What follows belongs to an exercise in optimizing a design on an open flow for small area and a short achievable clock period; a production flow would make more cautious choices. The RTL was checked by simulation tests, not by an equivalence proof against the original design. No activity file was given, so power comes from the tool's default toggle rates.

==> flow/design.v (outline; a module is shown in full before it is edited, if it fits) <==
// module dly45ns: 14 lines
// module dly65ns: 14 lines
// module dly90ns: 14 lines
// module dly100ns: 14 lines
// module dly115ns: 14 lines
// module dly140ns: 14 lines
// module dly150ns: 14 lines
// module dly165ns: 14 lines
// module dly170ns: 14 lines
// module dly190ns: 14 lines
// module dly215ns: 14 lines
// module dly240ns: 14 lines
// module dly265ns: 14 lines
// module dly280ns: 14 lines
// module gdly0_2us: 17 lines
// module gdly1us: 17 lines
// module gdly1_5us: 17 lines
// module gdly2us: 17 lines
// module gdly2_5us: 17 lines
// module gdly100us: 17 lines
// module clk60hz: 15 lines
// module adr: 5 lines
// module pg: 14 lines
// module pa: 12 lines
// module pa1: 12 lines
// module dcd: 15 lines
// module pa_dcd: 3 lines
// module pa_dcd2: 9 lines
// module pa_dcd4: 13 lines
// module ka10: 3246 lines
// module ka10_top: 158 lines
module ka10_top(
	input wire clk,
	input wire reset,
	input wire sw_power,
	input wire key_stop_sw,
	input wire key_exa_sw,
	input wire key_ex_nxt_sw,
	input wire key_dep_sw,
	input wire key_dep_nxt_sw,
	input wire key_reset_sw,
	input wire key_exe_sw,
	input wire key_sta_sw,
	input wire key_rdi_sw,
	input wire key_cont_sw,
	input wire key_sing_inst,
	input wire key_sing_cycle,
	input wire key_adr_inst,
	input wire key_adr_rd,
	input wire key_adr_wr,
	input wire key_adr_stop,
	input wire key_adr_brk,
	input wire key_par_stop,
	input wire key_nxm_stop,
	input wire key_repeat_sw,
	input wire [0:35] ds,
	input wire [18:35] as,
	input wire sc_stop_sw,
	input wire fm_enable_sw,
	input wire key_repeat_bypass_sw,
	input wire mi_prog_dis_sw,
	input wire [3:9] rdi_sel,
	output wire membus_rd_rq,
	output wire membus_wr_rq,
	output wire membus_rq_cyc,
	output wire membus_wr_rs,
	output wire [21:35] membus_ma,
	output wire [18:21] membus_sel,
	output wire [0:35] membus_mb_out,
	input  wire membus_addr_ack,
	input  wire membus_rd_rs,
	input  wire [0:35] membus_mb_in,
	output wire iobus_iob_reset,
	output wire iobus_datao_clear,
	output wire iobus_datao_set,
	output wire iobus_cono_clear,
	output wire iobus_cono_set,
	output wire iobus_iob_fm_datai,
	output wire iobus_iob_fm_status,
	output wire iobus_rdi_pulse,
	output wire [3:9] iobus_ios,
	output wire [0:35] iobus_iob_out,
	input  wire [1:7] iobus_pi_req,
	input  wire [0:35] iobus_iob_in,
	input  wire iobus_iob_dr_split,
	input  wire iobus_rdi_data,
	output wire ind_run,
	output wire ind_pi_on,
	output wire ind_prog_stop,
	output wire ind_user,
	output wire ind_mem_stop,
	output wire [1:7] ind_pih,
	output wire [1:7] ind_pir,
	output wire [1:7] ind_pio,
	output wire [18:35] ind_pc_reg,
	output wire [0:17] ind_ir_reg,
	output wire [18:35] ind_ma_reg,
	output wire [0:35] ind_mi_reg,
	output wire ind_mi_prog
);
  // ...
==> flow/run.sh <==
#!/bin/bash
# synth_recipe.tcl (not shown) runs the flow's synth.tcl, then flattens the netlist and writes it again
# the make line also repeats each setting of config.mk as NAME=value (left out here)
make -C /OpenROAD-flow-scripts/flow DESIGN_CONFIG=/design/flow/config.mk WORK_HOME=/design/flow/orfs CLKGATE_MAP_FILE= SYNTH_SCRIPT=/design/flow/synth_recipe.tcl finish
==> flow/config.mk <==
export PLATFORM = sky130hd
export DESIGN_NAME = ka10_top
export DESIGN_NICKNAME = ka10_top
export VERILOG_FILES = /design/flow/design.v
export SDC_FILE = /design/flow/constraint.sdc
export NUM_CORES = 4
export LEC_CHECK = 0
export CAP_MARGIN = 20
export CORE_MARGIN = 2
export CORE_UTILIZATION = 40
export SLEW_MARGIN = 20
==> flow/constraint.sdc <==
create_clock -name core_clock -period 28.0 [get_ports {clk}]
set_input_delay 5.6000 -clock core_clock [delete_from_list [all_inputs] [get_ports {clk}]]
set_output_delay 5.6000 -clock core_clock [all_outputs]
set_load 0.01 [all_outputs]
==> impl_metrics.ini, run 1 <==
[setup_path]
worst-path-stages = 8
timing.rr.start = ka10.ar[33]$_SDFFE_PP0P_
cp_top_family = buffers and inverters
critPathBufInv = 4
cpMaxStageDelayCell = clkdlybuf4s50_1
crit_arrival_ps = 8180

[synthesis]
synth.ff_latch_count = 1662
yosysSeqAreaShare = 0.485
synth_top_family_by_area = simple AND/OR/NAND/NOR gates
synth-simple-area-share = 0.204
ys.flop_type = dfxtp_1

[hold_path]
hp-start = ka10.s_pa3.x[0]$_DFF_P_

[power_and_ir_drop]
ir_worst_vdd_v = 0.0000698
comb_power_share = 0.185
switchingPower_w = 0.00212
power_combinational_w = 0.00126
p_leak_nw = 39.7

[finish]
drive_gt1_frac = 0.0871
buffers = 659
regArea_um2 = 41200
seq_cells = 1662
regMostFlops = ka10.fmem
n_clock_buffer = 267
nonClkBufAreaFrac = 0.0605

[floorplan]
start_util = 0.401
die_h_um = 465
dieArea_um2 = 216000
rows = 169

[cts]
clock_sinks = 1662
postCtsSetupBuffers = 0
cts_tree = built

[route]
vias = 77164
met3_length_mm = 39.8

[timing]
timing.hold.ws_ps = 305
finalSetupViolations = 0
worstMarginPinSlew_ps = 1250

[status]
outcome = finished clean

[global_route]
grt.met3_usage = 0.0837
grt_pass1_vias = 72423
==> module dly45ns, before the edit <==
module dly45ns(input clk, input reset, input in, output p);
	reg [2-1:0] r;
	always @(posedge clk or posedge reset) begin
		if(reset)
			r <= 0;
		else begin
			if(r)
				r <= r + 2'b1;
			if(in)
				r <= 1;
		end
	end
	assign p = r == 2;
endmodule
==> module dly65ns, before the edit <==
module dly65ns(input clk, input reset, input in, output p);
	reg [2-1:0] r;
	always @(posedge clk or posedge reset) begin
		if(reset)
			r <= 0;
		else begin
			if(r)
				r <= r + 2'b1;
			if(in)
				r <= 1;
		end
	end
	assign p = r == 3;
endmodule
==> module dly90ns, before the edit <==
module dly90ns(input clk, input reset, input in, output p);
	reg [3-1:0] r;
	always @(posedge clk or posedge reset) begin
		if(reset)
			r <= 0;
		else begin
			if(r)
				r <= r + 3'b1;
			if(in)
				r <= 1;
		end
	end
	assign p = r == 4;
endmodule
==> module dly100ns, before the edit <==
module dly100ns(input clk, input reset, input in, output p);
	reg [3-1:0] r;
	always @(posedge clk or posedge reset) begin
		if(reset)
			r <= 0;
		else begin
			if(r)
				r <= r + 3'b1;
			if(in)
				r <= 1;
		end
	end
	assign p = r == 5;
endmodule
==> module dly115ns, before the edit <==
module dly115ns(input clk, input reset, input in, output p);
	reg [3-1:0] r;
	always @(posedge clk or posedge reset) begin
		if(reset)
			r <= 0;
		else begin
			if(r)
				r <= r + 3'b1;
			if(in)
				r <= 1;
		end
	end
	assign p = r == 5;
endmodule
==> module dly140ns, before the edit <==
module dly140ns(input clk, input reset, input in, output p);
	reg [3-1:0] r;
	always @(posedge clk or posedge reset) begin
		if(reset)
			r <= 0;
		else begin
			if(r)
				r <= r + 3'b1;
			if(in)
				r <= 1;
		end
	end
	assign p = r == 7;
endmodule
==> module dly150ns, before the edit <==
module dly150ns(input clk, input reset, input in, output p);
	reg [3-1:0] r;
	always @(posedge clk or posedge reset) begin
		if(reset)
			r <= 0;
		else begin
			if(r)
				r <= r + 3'b1;
			if(in)
				r <= 1;
		end
	end
	assign p = r == 7;
endmodule
==> module dly165ns, before the edit <==
module dly165ns(input clk, input reset, input in, output p);
	reg [4-1:0] r;
	always @(posedge clk or posedge reset) begin
		if(reset)
			r <= 0;
		else begin
			if(r)
				r <= r + 4'b1;
			if(in)
				r <= 1;
		end
	end
	assign p = r == 8;
endmodule
==> module dly170ns, before the edit <==
module dly170ns(input clk, input reset, input in, output p);
	reg [4-1:0] r;
	always @(posedge clk or posedge reset) begin
		if(reset)
			r <= 0;
		else begin
			if(r)
				r <= r + 4'b1;
			if(in)
				r <= 1;
		end
	end
	assign p = r == 8;
endmodule
==> module dly190ns, before the edit <==
module dly190ns(input clk, input reset, input in, output p);
	reg [4-1:0] r;
	always @(posedge clk or posedge reset) begin
		if(reset)
			r <= 0;
		else begin
			if(r)
				r <= r + 4'b1;
			if(in)
				r <= 1;
		end
	end
	assign p = r == 9;
endmodule
==> module dly215ns, before the edit <==
module dly215ns(input clk, input reset, input in, output p);
	reg [4-1:0] r;
	always @(posedge clk or posedge reset) begin
		if(reset)
			r <= 0;
		else begin
			if(r)
				r <= r + 4'b1;
			if(in)
				r <= 1;
		end
	end
	assign p = r == 10;
endmodule
==> module dly240ns, before the edit <==
module dly240ns(input clk, input reset, input in, output p);
	reg [4-1:0] r;
	always @(posedge clk or posedge reset) begin
		if(reset)
			r <= 0;
		else begin
			if(r)
				r <= r + 4'b1;
			if(in)
				r <= 1;
		end
	end
	assign p = r == 12;
endmodule
==> module dly265ns, before the edit <==
module dly265ns(input clk, input reset, input in, output p);
	reg [4-1:0] r;
	always @(posedge clk or posedge reset) begin
		if(reset)
			r <= 0;
		else begin
			if(r)
				r <= r + 4'b1;
			if(in)
				r <= 1;
		end
	end
	assign p = r == 13;
endmodule
==> module dly280ns, before the edit <==
module dly280ns(input clk, input reset, input in, output p);
	reg [4-1:0] r;
	always @(posedge clk or posedge reset) begin
		if(reset)
			r <= 0;
		else begin
			if(r)
				r <= r + 4'b1;
			if(in)
				r <= 1;
		end
	end
	assign p = r == 14;
endmodule
==> module gdly0_2us, before the edit <==
module gdly0_2us(input clk, input reset, input p, input l, output q, output ql);
	reg [4-1:0] r;
	wire t;
	dcd dcd(.clk(clk), .reset(reset), .p(p), .l(l), .q(t));
	always @(posedge clk or posedge reset) begin
		if(reset) begin
			r <= 0;
		end else begin
			if(ql)
				r <= r + 1;
			if(t)
				r <= -10;
		end
	end
	assign ql = r != 0 | t;
	assign q = (r != -4'b1) & (r != 0) | t;
endmodule
==> module gdly1us, before the edit <==
module gdly1us(input clk, input reset, input p, input l, output q, output ql);
	reg [6-1:0] r;
	wire t;
	dcd dcd(.clk(clk), .reset(reset), .p(p), .l(l), .q(t));
	always @(posedge clk or posedge reset) begin
		if(reset) begin
			r <= 0;
		end else begin
			if(ql)
				r <= r + 1;
			if(t)
				r <= -50;
		end
	end
	assign ql = r != 0 | t;
	assign q = (r != -6'b1) & (r != 0) | t;
endmodule
==> module gdly1_5us, before the edit <==
module gdly1_5us(input clk, input reset, input p, input l, output q, output ql);
	reg [7-1:0] r;
	wire t;
	dcd dcd(.clk(clk), .reset(reset), .p(p), .l(l), .q(t));
	always @(posedge clk or posedge reset) begin
		if(reset) begin
			r <= 0;
		end else begin
			if(ql)
				r <= r + 1;
			if(t)
				r <= -75;
		end
	end
	assign ql = r != 0 | t;
	assign q = (r != -7'b1) & (r != 0) | t;
endmodule
==> module gdly2us, before the edit <==
module gdly2us(input clk, input reset, input p, input l, output q, output ql);
	reg [7-1:0] r;
	wire t;
	dcd dcd(.clk(clk), .reset(reset), .p(p), .l(l), .q(t));
	always @(posedge clk or posedge reset) begin
		if(reset) begin
			r <= 0;
		end else begin
			if(ql)
				r <= r + 1;
			if(t)
				r <= -100;
		end
	end
	assign ql = r != 0 | t;
	assign q = (r != -7'b1) & (r != 0) | t;
endmodule
==> module gdly2_5us, before the edit <==
module gdly2_5us(input clk, input reset, input p, input l, output q, output ql);
	reg [7-1:0] r;
	wire t;
	dcd dcd(.clk(clk), .reset(reset), .p(p), .l(l), .q(t));
	always @(posedge clk or posedge reset) begin
		if(reset) begin
			r <= 0;
		end else begin
			if(ql)
				r <= r + 1;
			if(t)
				r <= -125;
		end
	end
	assign ql = r != 0 | t;
	assign q = (r != -7'b1) & (r != 0) | t;
endmodule
==> module gdly100us, before the edit <==
module gdly100us(input clk, input reset, input p, input l, output q, output ql);
	reg [13-1:0] r;
	wire t;
	dcd dcd(.clk(clk), .reset(reset), .p(p), .l(l), .q(t));
	always @(posedge clk or posedge reset) begin
		if(reset) begin
			r <= 0;
		end else begin
			if(ql)
				r <= r + 1;
			if(t)
				r <= -5000;
		end
	end
	assign ql = r != 0 | t;
	assign q = (r != -13'b1) & (r != 0) | t;
endmodule
==> module clk60hz, before the edit <==
module clk60hz(
	input wire clk,
	input wire reset,
	output wire outclk
);
	reg [19:0] cnt;
	assign outclk = cnt == 833333;
	always @(posedge clk or posedge reset)
		if(reset)
			cnt <= 0;
		else if(outclk)
			cnt <= 0;
		else
			cnt <= cnt + 20'b1;
endmodule
==> inputs of run 2 (changes only) <==
--- a/flow/design.v
+++ b/flow/design.v
@@ -3,298 +3,304 @@
 	always @(posedge clk or posedge reset) begin
 		if(reset)
 			r <= 0;
-		else begin
-			if(r)
-				r <= r + 2'b1;
-			if(in)
-				r <= 1;
-		end
+		else if(in)
+			r <= 2'd1;
+		else if(p)
+			r <= 0;
+		else
+			r <= { r[0:0], r[1] ^ r[0] };
 	end
-	assign p = r == 2;
+	assign p = r == 2'd3;
 endmodule
 module dly65ns(input clk, input reset, input in, output p);
 	reg [2-1:0] r;
 	always @(posedge clk or posedge reset) begin
 		if(reset)
 			r <= 0;
-		else begin
-			if(r)
-				r <= r + 2'b1;
-			if(in)
-				r <= 1;
-		end
+		else if(in)
+			r <= 2'd1;
+		else if(p)
+			r <= 0;
+		else
+			r <= { r[0:0], r[1] ^ r[0] };
 	end
-	assign p = r == 3;
+	assign p = r == 2'd2;
 endmodule
 module dly90ns(input clk, input reset, input in, output p);
 	reg [3-1:0] r;
 	always @(posedge clk or posedge reset) begin
 		if(reset)
 			r <= 0;
-		else begin
-			if(r)
-				r <= r + 3'b1;
-			if(in)
-				r <= 1;
-		end
+		else if(in)
+			r <= 3'd1;
+		else if(p)
+			r <= 0;
+		else
+			r <= { r[1:0], r[2] ^ r[1] };
 	end
-	assign p = r == 4;
+	assign p = r == 3'd3;
 endmodule
 module dly100ns(input clk, input reset, input in, output p);
 	reg [3-1:0] r;
 	always @(posedge clk or posedge reset) begin
 		if(reset)
 			r <= 0;
-		else begin
-			if(r)
-				r <= r + 3'b1;
-			if(in)
-				r <= 1;
-		end
+		else if(in)
+			r <= 3'd1;
+		else if(p)
+			r <= 0;
+		else
+			r <= { r[1:0], r[2] ^ r[1] };
 	end
-	assign p = r == 5;
+	assign p = r == 3'd7;
 endmodule
 module dly115ns(input clk, input reset, input in, output p);
 	reg [3-1:0] r;
 	always @(posedge clk or posedge reset) begin
 		if(reset)
 			r <= 0;
-		else begin
-			if(r)
-				r <= r + 3'b1;
-			if(in)
-				r <= 1;
-		end
+		else if(in)
+			r <= 3'd1;
+		else if(p)
+			r <= 0;
+		else
+			r <= { r[1:0], r[2] ^ r[1] };
 	end
-	assign p = r == 5;
+	assign p = r == 3'd7;
 endmodule
 module dly140ns(input clk, input reset, input in, output p);
 	reg [3-1:0] r;
 	always @(posedge clk or posedge reset) begin
 		if(reset)
 			r <= 0;
-		else begin
-			if(r)
-				r <= r + 3'b1;
-			if(in)
-				r <= 1;
-		end
+		else if(in)
+			r <= 3'd1;
+		else if(p)
+			r <= 0;
+		else
+			r <= { r[1:0], r[2] ^ r[1] };
 	end
-	assign p = r == 7;
+	assign p = r == 3'd4;
 endmodule
 module dly150ns(input clk, input reset, input in, output p);
 	reg [3-1:0] r;
 	always @(posedge clk or posedge reset) begin
 		if(reset)
 			r <= 0;
-		else begin
-			if(r)
-				r <= r + 3'b1;
-			if(in)
-				r <= 1;
-		end
+		else if(in)
+			r <= 3'd1;
+		else if(p)
+			r <= 0;
+		else
+			r <= { r[1:0], r[2] ^ r[1] };
 	end
-	assign p = r == 7;
+	assign p = r == 3'd4;
 endmodule
 module dly165ns(input clk, input reset, input in, output p);
 	reg [4-1:0] r;
 	always @(posedge clk or posedge reset) begin
 		if(reset)
 			r <= 0;
-		else begin
-			if(r)
-				r <= r + 4'b1;
-			if(in)
-				r <= 1;
-		end
+		else if(in)
+			r <= 4'd1;
+		else if(p)
+			r <= 0;
+		else
+			r <= { r[2:0], r[3] ^ r[2] };
 	end
-	assign p = r == 8;
+	assign p = r == 4'd10;
 endmodule
 module dly170ns(input clk, input reset, input in, output p);
 	reg [4-1:0] r;
 	always @(posedge clk or posedge reset) begin
 		if(reset)
 			r <= 0;
-		else begin
-			if(r)
-				r <= r + 4'b1;
-			if(in)
-				r <= 1;
-		end
+		else if(in)
+			r <= 4'd1;
+		else if(p)
+			r <= 0;
+		else
+			r <= { r[2:0], r[3] ^ r[2] };
 	end
-	assign p = r == 8;
+	assign p = r == 4'd10;
 endmodule
 module dly190ns(input clk, input reset, input in, output p);
 	reg [4-1:0] r;
 	always @(posedge clk or posedge reset) begin
 		if(reset)
 			r <= 0;
-		else begin
-			if(r)
-				r <= r + 4'b1;
-			if(in)
-				r <= 1;
-		end
+		else if(in)
+			r <= 4'd1;
+		else if(p)
+			r <= 0;
+		else
+			r <= { r[2:0], r[3] ^ r[2] };
 	end
-	assign p = r == 9;
+	assign p = r == 4'd5;
 endmodule
 module dly215ns(input clk, input reset, input in, output p);
 	reg [4-1:0] r;
 	always @(posedge clk or posedge reset) begin
 		if(reset)
 			r <= 0;
-		else begin
-			if(r)
-				r <= r + 4'b1;
-			if(in)
-				r <= 1;
-		end
+		else if(in)
+			r <= 4'd1;
+		else if(p)
+			r <= 0;
+		else
+			r <= { r[2:0], r[3] ^ r[2] };
 	end
-	assign p = r == 10;
+	assign p = r == 4'd11;
 endmodule
 module dly240ns(input clk, input reset, input in, output p);
 	reg [4-1:0] r;
 	always @(posedge clk or posedge reset) begin
 		if(reset)
 			r <= 0;
-		else begin
-			if(r)
-				r <= r + 4'b1;
-			if(in)
-				r <= 1;
-		end
+		else if(in)
+			r <= 4'd1;
+		else if(p)
+			r <= 0;
+		else
+			r <= { r[2:0], r[3] ^ r[2] };
 	end
-	assign p = r == 12;
+	assign p = r == 4'd15;
 endmodule
 module dly265ns(input clk, input reset, input in, output p);
 	reg [4-1:0] r;
 	always @(posedge clk or posedge reset) begin
 		if(reset)
 			r <= 0;
-		else begin
-			if(r)
-				r <= r + 4'b1;
-			if(in)
-				r <= 1;
-		end
+		else if(in)
+			r <= 4'd1;
+		else if(p)
+			r <= 0;
+		else
+			r <= { r[2:0], r[3] ^ r[2] };
 	end
-	assign p = r == 13;
+	assign p = r == 4'd14;
 endmodule
 module dly280ns(input clk, input reset, input in, output p);
 	reg [4-1:0] r;
 	always @(posedge clk or posedge reset) begin
 		if(reset)
 			r <= 0;
-		else begin
-			if(r)
-				r <= r + 4'b1;
-			if(in)
-				r <= 1;
-		end
+		else if(in)
+			r <= 4'd1;
+		else if(p)
+			r <= 0;
+		else
+			r <= { r[2:0], r[3] ^ r[2] };
 	end
-	assign p = r == 14;
+	assign p = r == 4'd12;
 endmodule
 module gdly0_2us(input clk, input reset, input p, input l, output q, output ql);
 	reg [4-1:0] r;
 	wire t;
+	wire last = r == 4'd11;
 	dcd dcd(.clk(clk), .reset(reset), .p(p), .l(l), .q(t));
 	always @(posedge clk or posedge reset) begin
-		if(reset) begin
+		if(reset)
 			r <= 0;
-		end else begin
-			if(ql)
-				r <= r + 1;
-			if(t)
-				r <= -10;
-		end
+		else if(t)
+			r <= 4'd1;
+		else if(last)
+			r <= 0;
+		else
+			r <= { r[2:0], r[3] ^ r[2] };
 	end
 	assign ql = r != 0 | t;
-	assign q = (r != -4'b1) & (r != 0) | t;
+	assign q = (r != 0) & ~last | t;
 endmodule
 module gdly1us(input clk, input reset, input p, input l, output q, output ql);
 	reg [6-1:0] r;
 	wire t;
+	wire last = r == 6'd26;
 	dcd dcd(.clk(clk), .reset(reset), .p(p), .l(l), .q(t));
 	always @(posedge clk or posedge reset) begin
-		if(reset) begin
+		if(reset)
 			r <= 0;
-		end else begin
-			if(ql)
-				r <= r + 1;
-			if(t)
-				r <= -50;
-		end
+		else if(t)
+			r <= 6'd1;
+		else if(last)
+			r <= 0;
+		else
+			r <= { r[4:0], r[5] ^ r[4] };
 	end
 	assign ql = r != 0 | t;
-	assign q = (r != -6'b1) & (r != 0) | t;
+	assign q = (r != 0) & ~last | t;
 endmodule
 module gdly1_5us(input clk, input reset, input p, input l, output q, output ql);
 	reg [7-1:0] r;
 	wire t;
+	wire last = r == 7'd53;
 	dcd dcd(.clk(clk), .reset(reset), .p(p), .l(l), .q(t));
 	always @(posedge clk or posedge reset) begin
-		if(reset) begin
+		if(reset)
 			r <= 0;
-		end else begin
-			if(ql)
-				r <= r + 1;
-			if(t)
-				r <= -75;
-		end
+		else if(t)
+			r <= 7'd1;
+		else if(last)
+			r <= 0;
+		else
+			r <= { r[5:0], r[6] ^ r[5] };
 	end
 	assign ql = r != 0 | t;
-	assign q = (r != -7'b1) & (r != 0) | t;
+	assign q = (r != 0) & ~last | t;
 endmodule
 module gdly2us(input clk, input reset, input p, input l, output q, output ql);
 	reg [7-1:0] r;
 	wire t;
+	wire last = r == 7'd93;
 	dcd dcd(.clk(clk), .reset(reset), .p(p), .l(l), .q(t));
 	always @(posedge clk or posedge reset) begin
-		if(reset) begin
+		if(reset)
 			r <= 0;
-		end else begin
-			if(ql)
-				r <= r + 1;
-			if(t)
-				r <= -100;
-		end
+		else if(t)
+			r <= 7'd1;
+		else if(last)
+			r <= 0;
+		else
+			r <= { r[5:0], r[6] ^ r[5] };
 	end
 	assign ql = r != 0 | t;
-	assign q = (r != -7'b1) & (r != 0) | t;
+	assign q = (r != 0) & ~last | t;
 endmodule
 module gdly2_5us(input clk, input reset, input p, input l, output q, output ql);
 	reg [7-1:0] r;
 	wire t;
+	wire last = r == 7'd112;
 	dcd dcd(.clk(clk), .reset(reset), .p(p), .l(l), .q(t));
 	always @(posedge clk or posedge reset) begin
-		if(reset) begin
+		if(reset)
 			r <= 0;
-		end else begin
-			if(ql)
-				r <= r + 1;
-			if(t)
-				r <= -125;
-		end
+		else if(t)
+			r <= 7'd1;
+		else if(last)
+			r <= 0;
+		else
+			r <= { r[5:0], r[6] ^ r[5] };
 	end
 	assign ql = r != 0 | t;
-	assign q = (r != -7'b1) & (r != 0) | t;
+	assign q = (r != 0) & ~last | t;
 endmodule
 module gdly100us(input clk, input reset, input p, input l, output q, output ql);
 	reg [13-1:0] r;
 	wire t;
+	wire last = r == 13'd6578;
 	dcd dcd(.clk(clk), .reset(reset), .p(p), .l(l), .q(t));
 	always @(posedge clk or posedge reset) begin
-		if(reset) begin
+		if(reset)
 			r <= 0;
-		end else begin
-			if(ql)
-				r <= r + 1;
-			if(t)
-				r <= -5000;
-		end
+		else if(t)
+			r <= 13'd1;
+		else if(last)
+			r <= 0;
+		else
+			r <= { r[11:0], r[12] ^ r[11] };
 	end
 	assign ql = r != 0 | t;
-	assign q = (r != -13'b1) & (r != 0) | t;
+	assign q = (r != 0) & ~last | t;
 endmodule
 module clk60hz(
 	input wire clk,
@@ -302,14 +308,15 @@
 	output wire outclk
 );
 	reg [19:0] cnt;
-	assign outclk = cnt == 833333;
+	wire [19:0] r = cnt;
+	assign outclk = cnt == 20'd468554;
 	always @(posedge clk or posedge reset)
 		if(reset)
 			cnt <= 0;
 		else if(outclk)
 			cnt <= 0;
 		else
-			cnt <= cnt + 20'b1;
+			cnt <= { r[18:0], r[19] ~^ r[16] };
 endmodule
 module adr(input a, input b, input cin, input cins, input ckill, output s, output cout);
 	wire c = cin | cins;
==> run 2 against run 1 <==
Setup slack improved by 180 ps. Clock skew decreased by 23 ps. Register-to-register slack got worse by 510 ps. Critical endpoint unchanged. Largest power group unchanged.
==> impl_metrics.ini, run 2 <==
[setup_path]
cpMaxStageDelayCell = clkdlybuf4s50_1
end_kind = output port
critPathMaxFanout = 14
crit_chain = clkdlybuf4s50_1, buf_4, nand3_1, buf_4, and2_0, mux2_2, clkdlybuf4s50_1
worstSetupPathType = input port to output port
required_ps = 22400
cpPeakStageDelay_ps = 480
cp-start-kind = input port
crit_arrival_ps = 7990

[route]
wire_per_inst_um = 30.9
vias = 71680
first_pass_iters = 8
ant_nets = 0
drt-initial-drc-count = 10178
vias_per_cell = 6.28
finalWirelength_mm = 353
drcViolationCount = 0

[cts]
htree_levels = 4
cts_hold_buf = 0
cts_buffer_depth = 3
clk_latency_ps = 880
cts_resized = 0
postCtsSetupBuffers = 0
clkTransAtPathRegs_ps = 60
cts_tree = built
clock_sinks = 1662
clockRootBuffer = clkbuf_16
cts_inserted_buffers = 177

[placed_design]
place_congestion = 1.02
place.port_buffers = 397
place_hpwl_mm = 247

[finish]
largest_reg_flops = 576
mostFrequentLayoutCells = nand2_1, dfxtp_1, nor2_1
final_common_cell = nand2_1
fin_util = 0.473
nets = 8880
drive_gt1_frac = 0.0903
synthToLayoutAreaGrowth_pct = 17.4
regMostFlops = ka10.fmem

[timing]
max_clock_freq_mhz = 73.6
fin_worst_skew_ps = 75.6
slew_headroom = 0.131
maxSlewViolCount = 0
fin_crit_ps = 13590
rsz0062_at_grt = no
worstMarginPinSlew_ps = 1290
hold_viol_final = 0
fin_setup_tns_ps = 0
fin_crit_sh = 0.485
finalSetupViolations = 0

[power_and_ir_drop]
p_leak_nw = 36.0
ir_worst_vdd_v = 0.0000590
p_per_area_nw_per_um2 = 60.1

[floorplan]
die_w_um = 447
start_util = 0.403
dieArea_um2 = 200000
core_um2 = 195000
die_h_um = 447
rows = 162
ios = 398

[synthesis]
synth-edff-count = 576
ys_top_cells_by_area = edfxtp_1, dfxtp_1, dfrtp_1
ys.flop_type = dfxtp_1
yosysMostFrequentCell = nand2_1
syn-cell-area_um2 = 78600
syn-num-nets = 8582
yosysSeqAreaShare = 0.523
ys_async_sr_fraction = 0.253
synth.ff_latch_count = 1662
synth_top_cell_by_area = edfxtp_1
synth_commonest_cells = nand2_1, dfxtp_1, nor2_1
synthCells = 8288
ys_types = 110
yosysTopAreaCellShare = 0.220
syn_avg_cell_area_um2 = 9.49
ys_warn_count = 26

[run]
max-cap-violations = 0

[global_route]
antenna_found_initial = 36
grt_pass1_vias = 67083
grt_max_degree = 153
grt.overflow.total = 0
grt_pass1_wl_mm = 495
grtUsageTotal = 0.343

[status]
outcome = finished clean

[hold_path]
worstHoldPathType = flip-flop to flip-flop
run 2: changes by cell type in the layout (fill, tap and decap cells not counted), sizes merged, moves of 124 or more:
| cell | change |
|---|---|
| nor2 | -183 |
| xnor2 | -124 |
| ha | -232 |
| a21oi | -136 |
| and2 | +139 |
| inv | -149 |
run 2: path summary, 6_finish.rpt:
check                           slack (ps)  cells past startpoint                             start                               end
worst min-delay path                   330                      0  ka10.key_dcd2.dcd1.ll[0]$_DFF_P_  ka10.key_dcd2.dcd1.ll[1]$_DFF_P_
worst max-delay path                 14410                      7                      fm_enable_sw                     membus_ma[35]
max in group asynchronous            20090                      5                             reset      ka10.fd_dly10.r[2]$_DFF_PP0_
min in group asynchronous             4880                      2                             reset      ka10.iot_dly3.r[1]$_DFF_PP0_
worst min register to register         330                      0  ka10.key_dcd2.dcd1.ll[0]$_DFF_P_  ka10.key_dcd2.dcd1.ll[1]$_DFF_P_
worst max register to register       19390                     18          ka10.ar[34]$_SDFFE_PP0P_          ka10.pc[27]$_SDFFE_PP0P_
run 2: power breakdown:
| part | switching (W) | total (W) | internal (W) | leakage, nW |
|---|---|---|---|---|
| Clock | 0.00105 | 0.00239 | 0.00134 | 2.87 |
| Combinational | 0.000295 | 0.000451 | 0.000155 | 16.7 |
| Sequential | 0.0000878 | 0.00270 | 0.00262 | 16.4 |
| Total | 0.00143 | 0.00554 | 0.00411 | 36.0 |
run 2: area by class of cell:
cell class                 instances  area [um^2]
clock inverter                    85          918
inverter                         193          732
clock buffer                     249         4990
tap                             2624         3280
antenna                           41          103
multi-input combinational       5880        35000
timing repair buffer             672         6070
fill                           18327       103000
sequential                      1662        41100
run 2: per-layer routing:
layer  track usage  vias to the layer above  wire length [um]
met2         0.506                     4420            151000
met4         0.224                       10             26500
met1         0.443                    35231            137000
met3        0.0898                     1093             38300
met5             0                        -                69
li1              -                    30926                 -
run 2: logic make-up after synthesis:
kind of cell    Yosys count  share of synthesized area
mux                     125                     0.0172
simple gates           3575                      0.222
compound gates         1936                      0.167
other cells               1                  0.0000477
xor+xnor                120                     0.0139
fa+ha+maj               123                     0.0200
buf+inv                 746                     0.0367
flops                  1662                      0.523
run 2: critical path: cells and delay by family:
kind,cells,cell delay [ps]
muxes,1,380
buffers and inverters,4,1410
and+or+nand+nor,2,530
run 2: stage by stage:
stage	setup slack, ps	cell area, um^2	cells	total power, W	hold WS, ps
finish	14410	92300	11406	0.00554	326
global route	14340	92200	11377	0.00569	330
CTS	14410	92100	11363	0.00556	324
detailed placement	14430	86200	11029	0.00318	313
global placement	14400	86200	11028	0.00317	310
floorplan	5010	78600	8288	0.00296	310
==> inputs of run 3 (changes only) <==
==> flow/flow/run.sh (new file) <==
#!/bin/bash
# The standard layout (standard.sh, the standard flow's own ORFS run with the standard
# synthesis), with two changes to how it is made:
#  - the port buffers that buffer_ports inserts are sky130_fd_sc_hd__buf_2
#    instead of the resizer's default pick (clkdlybuf4s50_1, a delay cell);
#  - repair_timing is asked for 16 ns of setup margin, so it also works on
#    the paths from inputs to outputs, which otherwise never violate.
# The clock period and constraints are the design's (constraint.sdc).
# Each tool's full output stays in orfs/logs/; standard.sh's own output goes
# to standard_sh.log in this folder.
set -euo pipefail
cd "$(dirname "$0")/.."
bash standard.sh \
  "SETUP_SLACK_MARGIN=16" \
  "BUFFER_PORTS_ARGS=-buffer_cell sky130_fd_sc_hd__buf_2" \
  finish > standard_sh.log 2>&1
==> flow/standard.sh (new file) <==
#!/bin/bash
# synth_recipe.tcl (not shown) runs the flow's synth.tcl, then flattens the netlist and writes it again
# the make line also repeats each setting of config.mk as NAME=value (left out here)
make -C /OpenROAD-flow-scripts/flow DESIGN_CONFIG=/design/flow/config.mk WORK_HOME=/design/flow/orfs CLKGATE_MAP_FILE= SYNTH_SCRIPT=/design/flow/synth_recipe.tcl "${@:-finish}"
--- a/flow/config.mk
+++ b/flow/config.mk
@@ -7,5 +7,9 @@
 export LEC_CHECK = 0
 export CAP_MARGIN = 20
 export CORE_MARGIN = 2
-export CORE_UTILIZATION = 40
+export CORE_UTILIZATION = 55
+export CTS_BUF_LIST = sky130_fd_sc_hd__clkbuf_8
+export CTS_CLUSTER_DIAMETER = 50
+export CTS_CLUSTER_SIZE = 15
+export PLACE_DENSITY = 0.65
 export SLEW_MARGIN = 20
removed: flow/run.sh
==> run 3 against run 2 <==
Still clean. Area after synthesis did not move. Hold slack improved by 9.0 ps. Register-to-register slack improved by 200 ps. Fmax up 12%. Sequential power is essentially flat. Combinational power down 3%. Synthesized cell count stayed put. Die area is 27% lower. Sequential share of layout area up 2.8 points. Largest cell class unchanged. Largest power group unchanged.
==> impl_metrics.ini, run 3 <==
[setup_path]
critPathLaunch = fm_enable_sw
timing.rr.start = ka10.ar[35]$_SDFFE_PP0P_
rrSetupSlack_ps = 19590
reg2reg_depth = 18
critPathMaxFanout = 2
end_kind = output port
worstSetupPathType = input port to output port
regToRegEndpoint = ka10.ar[18]$_SDFFE_PP0P_
crit_arrival_ps = 6520
required_ps = 22400
cp-start-kind = input port

[synthesis]
ys.flop_type = dfxtp_1
ys_warn_count = 26
ys_top_cells_by_area = edfxtp_1, dfxtp_1, dfrtp_1
syn-num-nets = 8582
yosysMostFrequentCell = nand2_1
synth_commonest_cells = nand2_1, dfxtp_1, nor2_1
synthCells = 8288
syn-cell-area_um2 = 78600
ys_types = 110
synth.ff_latch_count = 1662
yosysTopAreaCellShare = 0.220
synth_top_cell_by_area = edfxtp_1
syn_avg_cell_area_um2 = 9.49
yosysSeqAreaShare = 0.523
ys_async_sr_fraction = 0.253
synth-edff-count = 576

[cts]
clkTransAtPathRegs_ps = 90
clk_latency_ps = 960
cts_tree = built
clockRootBuffer = clkbuf_8
clock_sinks = 1662
htree_levels = 4
cts_inserted_buffers = 164
cts_buffer_depth = 3

[timing]
maxSlewViolCount = 0
fin_crit_ps = 12120
finalSetupViolations = 0
max_clock_freq_mhz = 82.5
timing.hold.ws_ps = 335
fin_setup_tns_ps = 0
slew_headroom = 0.105
hold_viol_final = 0
fin_crit_sh = 0.433
rsz0062_at_grt = yes
worstMarginPinSlew_ps = 1330
fin_worst_skew_ps = 105

[finish]
synthToLayoutAreaGrowth_pct = 10.4
regMostFlops = ka10.fmem
drive_gt1_frac = 0.132
nets = 8846
multi_input_area_um2 = 35000
largest_reg_flops = 576
layout.cells.non_filler = 10604
final_common_cell = nand2_1
regArea_um2 = 41100
mostFrequentLayoutCells = nand2_1, dfxtp_1, nor2_1
nFillCells = 12049

[global_route]
grtUsageTotal = 0.445
grt_pass1_wl_mm = 474
antenna_found_initial = 49
grt.overflow.total = 0
grt_max_degree = 169
grt_pass1_vias = 66965

[route]
finalWirelength_mm = 334
drcViolationCount = 0
ant_nets = 0
wire_per_inst_um = 31.5
vias_per_cell = 6.84
vias = 72547
drt-initial-drc-count = 10580
first_pass_iters = 7

[floorplan]
die_w_um = 382
core_um2 = 142000
rows = 138
dieArea_um2 = 146000
ios = 398
die_h_um = 382
start_util = 0.555

[placed_design]
place.port_buffers = 397
place_hpwl_mm = 235
place_congestion = 1.08
place_inst = 10269

[run]
max-cap-violations = 0

[hold_path]
worstHoldPathType = flip-flop to flip-flop
hold_path_end = ka10.key_dcd2.dcd1.ll[1]$_DFF_P_
hp-start = ka10.key_dcd2.dcd1.ll[0]$_DFF_P_
worst_hold_path.num_cells = 0

[power_and_ir_drop]
p_per_area_nw_per_um2 = 54.8
p_leak_nw = 35.5
ir_worst_vdd_v = 0.0000634

[status]
outcome = finished clean
run 3: cell counts after synthesis:
No cell type changed its count.
run 3: worst max path at each step:
stage | to | slack (ps)
after CTS | membus_ma[35] | 15930
after global placement | membus_ma[35] | 15370
after detailed placement | membus_ma[35] | 15350
after floorplan | membus_ma[35] | 15830
final | membus_ma[35] | 15880
after global routing | membus_ma[35] | 15890
run 3: worst max-delay path, stage by stage:
cell     delay (ps)
buf_12          100
nand3_4         150
and2_4          240
mux2_4          300
buf_6           120
run 3: what timing repair did:
| action | in CTS | in global routing |
|---|---|---|
| hold buffers | 0 | 0 |
| endpoints found under the setup margin | 4 | 4 |
| setup buffers | 4 | 1 |
| endpoints found under the hold margin | 0 | 0 |
| gates resized for setup | 5 | 2 |
| pin swaps | 1 | 0 |
run 3: cells by family (layout without fill, tap and decap cells):
group | Yosys count | after routing | synth area share
buffers and inverters | 746 | 1153 | 0.0367
AOI/OAI and AO/OA | 1936 | 1936 | 0.167
adders and majority gates | 123 | 123 | 0.0200
DFF | 1662 | 1662 | 0.523
xor gates and xnor gates | 120 | 120 | 0.0139
other | 1 | 20 | 0.0000477
and+or+nand+nor | 3575 | 3575 | 0.222
muxes | 125 | 125 | 0.0172
run 3: metrics by stage:
stage | utilization | setup WS [ps] | power, W | instance area, um^2
5_1_grt | 0.612 | 15890 | 0.00489 | 86800
3_3_place_gp | 0.586 | 15370 | 0.00315 | 83100
2_1_floorplan | - | 15830 | 0.00296 | 78700
3_5_place_dp | 0.586 | 15350 | 0.00316 | 83100
6_report | 0.612 | 15880 | 0.00476 | 86800
4_1_cts | 0.612 | 15930 | 0.00474 | 86700
run 3: routing by layer:
layer | up-vias | global-route usage | part of all wire
li1 | 30804 | - | -
met1 | 35083 | 0.582 | 0.37
met2 | 5292 | 0.637 | 0.41
met3 | 1336 | 0.142 | 0.14
met4 | 32 | 0.282 | 0.078
met5 | - | 0.00761 | 0.0011
run 3: layout make-up:
| class | count | share of cell area |
|---|---|---|
| clock buffer | 181 | 0.0287 |
| multi-input combinational | 5880 | 0.404 |
| timing repair buffer | 651 | 0.0458 |
| antenna | 19 | 0.000548 |
| tap | 1890 | 0.0272 |
| clock inverter | 128 | 0.0118 |
| inverter | 193 | 0.00843 |
| sequential | 1662 | 0.474 |
run 3: report_power, final:
part	switching (W)	leakage, nW	internal [W]	total, W
clock network	0.000916	2.00	0.000706	0.00162
logic	0.000293	17.1	0.000143	0.000436
registers	0.0000884	16.4	0.00261	0.00270
total	0.00130	35.5	0.00346	0.00476

==> port drivers added, routing unchanged <==
No port has a modelled driver above. Below, the same layouts with a new extraction and two added sets of constraints. Step 1, drivers: a clkbuf_16 drives clk and a buf_2 each remaining input, both assumed. Step 2 adds t to the input delays and takes it off the output delays; t is the mean of the earliest and latest rising clock arrival at the registers after step 1. Input paths then give back, and output paths get back, about the clock's delay inside the block. Slacks: no drivers / after step 1 / after step 2; pairs: no drivers / after step 1.
run | t (ns) | setup slack, ns | hold slack, ns | slew at the worst register clock pin (ns) | worst data-port slew with drivers (ns)
run 1 | 0.948 | 14.224 / 14.198 / 14.198 | 0.305 / 0.305 / 0.305 | 0.07 / 0.07 | 0.14
run 2 | 0.942 | 14.407 / 14.385 / 14.385 | 0.326 / 0.326 / 0.326 | 0.08 / 0.08 | 0.14
run 3 | 1.002 | 15.885 / 15.817 / 15.817 | 0.335 / 0.335 / 0.335 | 0.10 / 0.10 | 0.17
After both steps every run listed still meets setup and hold. The setup slack of run 3, which loses most, moves by -0.068 ns with the drivers and by -0.068 ns with both steps.
